Background: an optimization exercise with open tools, aiming at small area, a short achievable clock period and few clock cycles per item. Do not read the settings as production practice. Function was checked by simulation only, so behaviour that the tests miss may differ from the original. Power is estimated from default activity; no workload was simulated.

Setup of build 20:
==> flow/design.v <==
`timescale 1ns/10ps
module  ATCONV(
	input		clk,
	input		reset,
	output 	    busy,
	input		ready,
	output reg	[11:0]	iaddr,
	input signed [12:0]	idata,
	output	reg 	cwr,
	output  reg	[11:0]	caddr_wr,
	output reg 	[12:0] 	cdata_wr,
	output	reg 	crd,       
	output  reg	[11:0] 	caddr_rd,
	input 	[12:0] 	cdata_rd,
	output reg 	csel
	);
	localparam K = 4;           
	localparam L = K + 2;       
	function gt9;
		input [8:0] a, b;
		reg g;
		integer i;
		begin
			g = 1'b0;
			for (i = 0; i < 9; i = i + 1)
				g = (a[i] & ~b[i]) | (~(a[i] ^ b[i]) & g);
			gt9 = g;
		end
	endfunction
	function [9:0] dec10;
		input [9:0] x;
		reg c;
		integer i;
		begin
			c = 1'b1;
			for (i = 0; i < 10; i = i + 1) begin
				dec10[i] = x[i] ^ c;
				c = c & ~x[i];
			end
		end
	endfunction
	reg        run;
	reg        busy_r;    
	reg [2:0]  ci;
	reg [5:0]  s;
	reg        cp;
	reg [4:0]  b;
	assign busy = busy_r;
	wire tail   = b[4] & (s == 6'd2);
	wire last_i = tail ? (ci == 3'd4) : (ci == L-1);
	reg [2:0] n_ci;
	reg [5:0] n_s;
	reg       n_cp;
	reg [4:0] n_b;
	always @(*) begin
		n_ci = ci + 3'd1;
		n_s  = s;
		n_cp = cp;
		n_b  = b;
		if (last_i) begin
			n_ci = 3'd0;
			if (b[4]) begin
				if (s != 6'd2) n_s = s + 6'd1;
			end else if (s == 6'd32) begin
				n_s = cp ? 6'd0 : 6'd1;
				n_cp = ~cp;
				if (cp) n_b = b + 5'd1;
			end else
				n_s = s + 6'd1;
		end
	end
	wire       ci0  = (ci == 3'd0);
	wire       ci5  = (ci == 3'd5);
	wire [2:0] rgrp = b[3:1] + {2'b00, ci5} - {2'b00, ci0};
	wire [1:0] cim1 = ci[1:0] - 2'd1;
	wire [5:0] rowc = (ci0 & (b[4:1] == 4'd0)) ? 6'd0 :
	                  (ci5 & (b[4:1] == 4'd7)) ? 6'd63 : {rgrp, cim1, b[0]};
	wire [4:0] sm1  = s[4:0] - 5'd1;
	wire [5:0] col  = (s == 6'd0) ? {6{~cp}} : {sm1 ^ {5{~cp}}, cp};
	wire fl = (s == 6'd0) | (cp & (s == 6'd1));    
	wire wv = (ci >= 3'd2) & (((s >= 6'd2) & ~b[4]) | (fl & ((b != 5'd0) | cp)));
	reg [12:0] pix, x1, x2;
	always @(posedge clk) begin
		pix <= idata;
		x1  <= pix;
		x2  <= x1;
	end
	reg [3:0] wvp;           
	reg [2:0] flp;           
	always @(posedge clk or posedge reset) begin
		if (reset) begin
			wvp <= 4'b0000;
			flp <= 3'b000;
		end else begin
			wvp <= {wvp[2:0], wv & run};
			flp <= {flp[1:0], fl};
		end
	end
	reg [17*L-1:0] Pring;
	reg [16*L-1:0] Nring;
	wire [15:0] sx2 = {{3{x2[12]}}, x2};
	wire [15:0] spx = {{3{pix[12]}}, pix};
	wire [15:0] v   = sx2 + spx + {x1[12], x1, 2'b00};                          
	reg  [15:0] Vr;
	always @(posedge clk)
		Vr <= v;
	wire [15:0] Nh = Nring[15:0];
	wire [15:0] Xo = flp[2] ? Nh : Vr;
	wire [16:0] t2 = Pring[16:0] - {Xo[15], Xo};    
	wire [16:0] Pn = {x2, 4'b0000} + {x2[12], x2, 3'b000} - {Vr, 1'b0} - {Nh[15], Nh};
	reg  [12:0] t2r;
	reg         t2f;
	always @(posedge clk) begin
		Pring <= {Pn, Pring[17*L-1:17]};
		Nring <= {Vr, Nring[16*L-1:16]};
		t2r   <= t2[16:4];
		t2f   <= (t2[3:2] == 2'b11);      
	end
	wire [12:0] tb  = t2r + 13'h1FF4 + {12'd0, t2f};
	wire ok0 = ~tb[12] & (|tb[11:0]) & (tb[11:0] < 12'hFF5);
	wire [12:0] l0 = {1'b0, tb[11:0] & {12{ok0}}};
	reg [2:0] wg;
	reg [1:0] wj;
	reg       wrp, wpar;
	reg [4:0] wk;
	always @(posedge clk or posedge reset) begin
		if (reset) begin
			wg <= 3'd0; wj <= 2'd0; wrp <= 1'b0; wpar <= 1'b0; wk <= 5'd0;
		end else if (wvp[3]) begin
			wj <= wj + 2'd1;
			if (wj == 2'b11) begin
				wk <= wk + 5'd1;
				if (wk == 5'd31) begin
					wpar <= ~wpar;
					if (wpar) begin
						wrp <= ~wrp;
						if (wrp) wg <= wg + 3'd1;
					end
				end
			end
		end
	end
	wire [5:0] wrow = {wg, wj, wrp};
	wire [5:0] wcol = {wk ^ {5{~wpar}}, wpar};
	reg [12:0] pc;             
	reg        pst, pwp, c0;
	reg        rv, r0;
	reg [8:0]  rdr, mx;
	reg        rd;             
	reg        done;           
	wire [12:0] pcn = pc + {12'd0, rd};
	wire [2:0] st = tail ? 3'd2 : 3'd3;
	wire [2:0] wc = tail ? 3'd4 : 3'd5;
	reg  [6:0]  cr;
	reg         pen, pil0;
	reg         cr_inc1, cr_inc3;      
	wire        cr_dec  = (ci == st) & pen & pil0;
	wire        il0   = pst ? (pc[3:2] == 2'b11) : (pc[3:2] == 2'b00);    
	wire        pen_n = ~pc[12] & (~il0 | (cr != 7'd0));
	wire rd_next = run & ~done & ((ci == st) ? pen :
	               ((ci == st + 3'd1) | (ci == 3'd0) | (ci == 3'd1)) ? pst : 1'b0);
	wire [9:0]  l1a = dec10(pc[11:2]);
	wire [8:0]  mxi = {1'b0, mx[8:1]} + {8'd0, mx[0]};
	wire [12:0] l1 = {mxi, 4'b0000};
	wire wr1  = (ci == wc) & pwp;
	always @(posedge clk) begin
		rdr <= {cdata_rd[11:4], |cdata_rd[3:0]};
		if (rv) mx <= (r0 | gt9(rdr, mx)) ? rdr : mx;
		crd <= rd_next;
		pen <= pen_n;
		pil0 <= il0;
		cr_inc1 <= last_i & b[0] & cp & (s >= 6'd3) & (s <= 6'd31);
		cr_inc3 <= last_i & ~b[0] & ~cp & (s == 6'd1) & (b != 5'd0);
		caddr_rd <= (run & ~done) ? {pcn[11:9], pcn[3:2], pcn[1], pcn[8:4], pcn[0]} : 12'd0;
		cdata_wr <= wr1 ? l1 : l0;
		caddr_wr <= wr1 ? {2'b00, l1a[9:7], l1a[1:0], l1a[6:2]} : {wrow, wcol};
		if (!run) iaddr <= 12'd63;
		else iaddr <= {rowc, col};
	end
	always @(posedge clk) begin
		busy_r <= ~reset & (run ? ~done : ready);
		cwr    <= ~reset & run & ~done & (wvp[3] | wr1);
		csel   <= ~reset & run & ~done & wr1;
	end
	always @(posedge clk or posedge reset) begin
		if (reset) begin
			done <= 1'b0;
			run <= 1'b0;
			ci <= 3'd1; s <= 6'd0; cp <= 1'b0; b <= 5'd0;
			pc <= 13'd0; pst <= 1'b0; pwp <= 1'b0; c0 <= 1'b0; cr <= 7'd0;
			rv <= 1'b0; r0 <= 1'b0;
			rd <= 1'b0;
		end else begin
			rv <= rd;
			r0 <= c0;
			if (!run) begin
				run <= ready;
				rd <= 1'b0;
				c0 <= 1'b0;
			end else if (done) begin
				run <= 1'b0;
				ci <= 3'd1; s <= 6'd0; cp <= 1'b0; b <= 5'd0;
				pc <= 13'd0; pst <= 1'b0; pwp <= 1'b0; c0 <= 1'b0; done <= 1'b0; cr <= 7'd0;
				rd <= 1'b0;
			end else begin
				ci <= n_ci; s <= n_s; cp <= n_cp; b <= n_b;
				pc <= pcn;
				cr <= cr_inc1 ? cr + 7'd1 : cr_inc3 ? cr + 7'd3 : cr_dec ? cr - 7'd1 : cr;
				rd <= rd_next;
				c0 <= (ci == st) & pen;
				if (ci == st) begin
					pst <= pen;
					pwp <= pst;
				end
				done <= wr1 & (l1a == 10'h3FF);
			end
		end
	end
endmodule
==> flow/config.mk <==
export PLATFORM = sky130hd
export DESIGN_NAME = ATCONV
export DESIGN_NICKNAME = ATCONV
export VERILOG_FILES = /design/flow/design.v
export SDC_FILE = /design/flow/constraint.sdc
export NUM_CORES = 4
export LEC_CHECK = 0
export CAP_MARGIN = 20
export CORE_MARGIN = 2
export CORE_UTILIZATION = 40
export CTS_CLUSTER_DIAMETER = 100
export CTS_CLUSTER_SIZE = 30
export SLEW_MARGIN = 20
==> flow/constraint.sdc <==
create_clock -name core_clock -period 10.0 [get_ports {clk}]
set_input_delay 2.0000 -clock core_clock [delete_from_list [all_inputs] [get_ports {clk}]]
set_output_delay 2.0000 -clock core_clock [all_outputs]
set_load 0.01 [all_outputs]
standard.sh (not shown) runs the stock make flow with config.mk's settings and CLKGATE_MAP_FILE= SYNTH_SCRIPT=/design/flow/synth_recipe.tcl, a recipe that flattens the netlist after the stock synthesis.
==> flow/flow/run.sh <==
#!/bin/bash
set -euo pipefail
export BUFFER_PORTS_ARGS="-buffer_cell sky130_fd_sc_hd__buf_2"
export SETUP_SLACK_MARGIN=6.75
bash standard.sh > standard.log 2>&1
Testbench counts of build 20, summed over its fixed seeds: cycles 215,776, images 32.
The following lists how build 14 was set up differently from build 20:
# build 20
export LEC_CHECK = 0
export CAP_MARGIN = 20
export CORE_MARGIN = 2
export CORE_UTILIZATION = 40
export CTS_CLUSTER_DIAMETER = 100
export CTS_CLUSTER_SIZE = 30
export SLEW_MARGIN = 20
create_clock -name core_clock -period 10.0 [get_ports {clk}]
# build 14
export LEC_CHECK = 0
export CAP_MARGIN = 20
export CORE_MARGIN = 2
export CORE_UTILIZATION = 55
export CTS_CLUSTER_DIAMETER = 100
export CTS_CLUSTER_SIZE = 30
export PLACE_DENSITY = 0.7
export SLEW_MARGIN = 20
create_clock -name core_clock -period 10.0 [get_ports {clk}]
==> flow/flow/run.sh <==
#!/bin/bash
set -euo pipefail
export BUFFER_PORTS_ARGS="-buffer_cell sky130_fd_sc_hd__buf_2"
export SETUP_SLACK_MARGIN=6.9
bash standard.sh > standard.log 2>&1
## What came out
- Build 14 reached the end of the flow, and the finished layout is clean on the timing, DRC and antenna checks.
- Summary of the comparison: final cell count is lower in build 14, relative to build 20.
- Build 20 fits on a die that is larger than the die of build 14.
- Final cell utilization of the core in build 14 vs build 20: up 16 points
- Build 14 ends up with a total routing usage reported by global routing that is 3.9 points higher than in build 20.
- Against build 20 as the reference, build 14 delivers a lower total instance count after detailed placement.
- Compared with build 20, build 14 shows final instance area that has gone down slightly.
The following lists how build 76 was set up differently from build 14:
# build 14
export LEC_CHECK = 0
export CAP_MARGIN = 20
export CORE_MARGIN = 2
export CORE_UTILIZATION = 55
export CTS_CLUSTER_DIAMETER = 100
export CTS_CLUSTER_SIZE = 30
export PLACE_DENSITY = 0.7
export SLEW_MARGIN = 20
create_clock -name core_clock -period 10.0 [get_ports {clk}]
# build 76
export LEC_CHECK = 0
export CAP_MARGIN = 20
export CORE_MARGIN = 2
export CORE_UTILIZATION = 40
export CTS_CLUSTER_DIAMETER = 70
export CTS_CLUSTER_SIZE = 30
export SLEW_MARGIN = 20
create_clock -name core_clock -period 10.0 [get_ports {clk}]
==> comparison <==
- The register share of total power reported for build 76 is smaller than that of build 14 by 3.2 points.
- | first-pass GRT wire length | build 76 vs build 14 | worse |
- Higher wire length was reported by build 76, not build 14.
- [compare] base=build 14 new=build 76: fmax decreased by 1.8% relative to the old numbers, count of vias placed by the detailed router increased by 0.97% relative to the old numbers, part of the power in combinational logic decreased by 2.2 points relative to the old numbers, overall power consumption increased by 6.8% relative to the old numbers.
For build 26, these inputs were changed with respect to build 76:
# build 76
export LEC_CHECK = 0
export CAP_MARGIN = 20
export CORE_MARGIN = 2
export CORE_UTILIZATION = 40
export CTS_CLUSTER_DIAMETER = 70
export CTS_CLUSTER_SIZE = 30
export SLEW_MARGIN = 20
create_clock -name core_clock -period 10.0 [get_ports {clk}]
# build 26
export LEC_CHECK = 0
export CAP_MARGIN = 20
export CORE_MARGIN = 2
export CORE_UTILIZATION = 40
export CTS_CLUSTER_DIAMETER = 100
export CTS_CLUSTER_SIZE = 30
export SLEW_MARGIN = 20
create_clock -name core_clock -period 10.0 [get_ports {clk}]
==> flow/flow/run.sh <==
#!/bin/bash
set -euo pipefail
export BUFFER_PORTS_ARGS="-buffer_cell sky130_fd_sc_hd__buf_2"
export SETUP_SLACK_MARGIN=7.05
bash standard.sh > standard.log 2>&1
Findings:
Against build 76, build 26 comes in 60 ps lower on arrival time at the worst endpoint.
Build 26 has wire length on met2 above what build 76 had.
Area of combinational cells with multiple inputs in build 26 is 1.1% higher than in build 76
Power: build 26 draws less than build 76
Cmp build 76 and build 26 / portion of total power attributed to the clock network / lower: build 26
Measured against each other, build 76 and build 26 differ in maximum clock frequency, the lower figure coming from build 76.
Summary of build 26 over build 76: relative area of clock buffers and inverters in the final design decreased by 2.9 points relative to the old numbers; portion of total power attributed to sequential cells increased by 1.8 points relative to the old numbers.

-- afterwards: timing with drivers on the ports --
No port has a modelled driver above. Below, the same layouts with a new extraction and two added sets of constraints.
Step 1 sets driving cells, clkbuf_16 on the clock port and buf_2 on the other inputs (assumed; they add their load-dependent delay and slew).
Step 2 times the ports against the registers' clock, not the clock port: input delays grow and output delays shrink by t, the midpoint of the rising clock arrivals with the driver on.
Three values: ideal ports, drivers, drivers and shift; two values: the first two.
| run | t (ns) | slack for setup (ns) | hold WS [ns] | worst slew at a driven data input, ns | pins driven straight from the clock port |
|---|---|---|---|---|---|
| build 20 | 0.563 | 6.896 / 6.896 / 6.843 | 0.333 / 0.333 / 0.333 | 0.03 | 1 |
| build 14 | 0.559 | 7.013 / 6.966 / 6.883 | 0.326 / 0.326 / 0.326 | 0.05 | 1 |
| build 76 | 0.606 | 6.960 / 6.907 / 6.839 | 0.323 / 0.323 / 0.323 | 0.03 | 1 |
| build 26 | 0.564 | 7.018 / 6.967 / 6.823 | 0.332 / 0.332 / 0.332 | 0.03 | 1 |
After both steps every run listed still meets setup and hold. For build 26, which loses most, drivers alone change the setup slack by -0.051 ns; drivers and shift together by -0.195 ns.
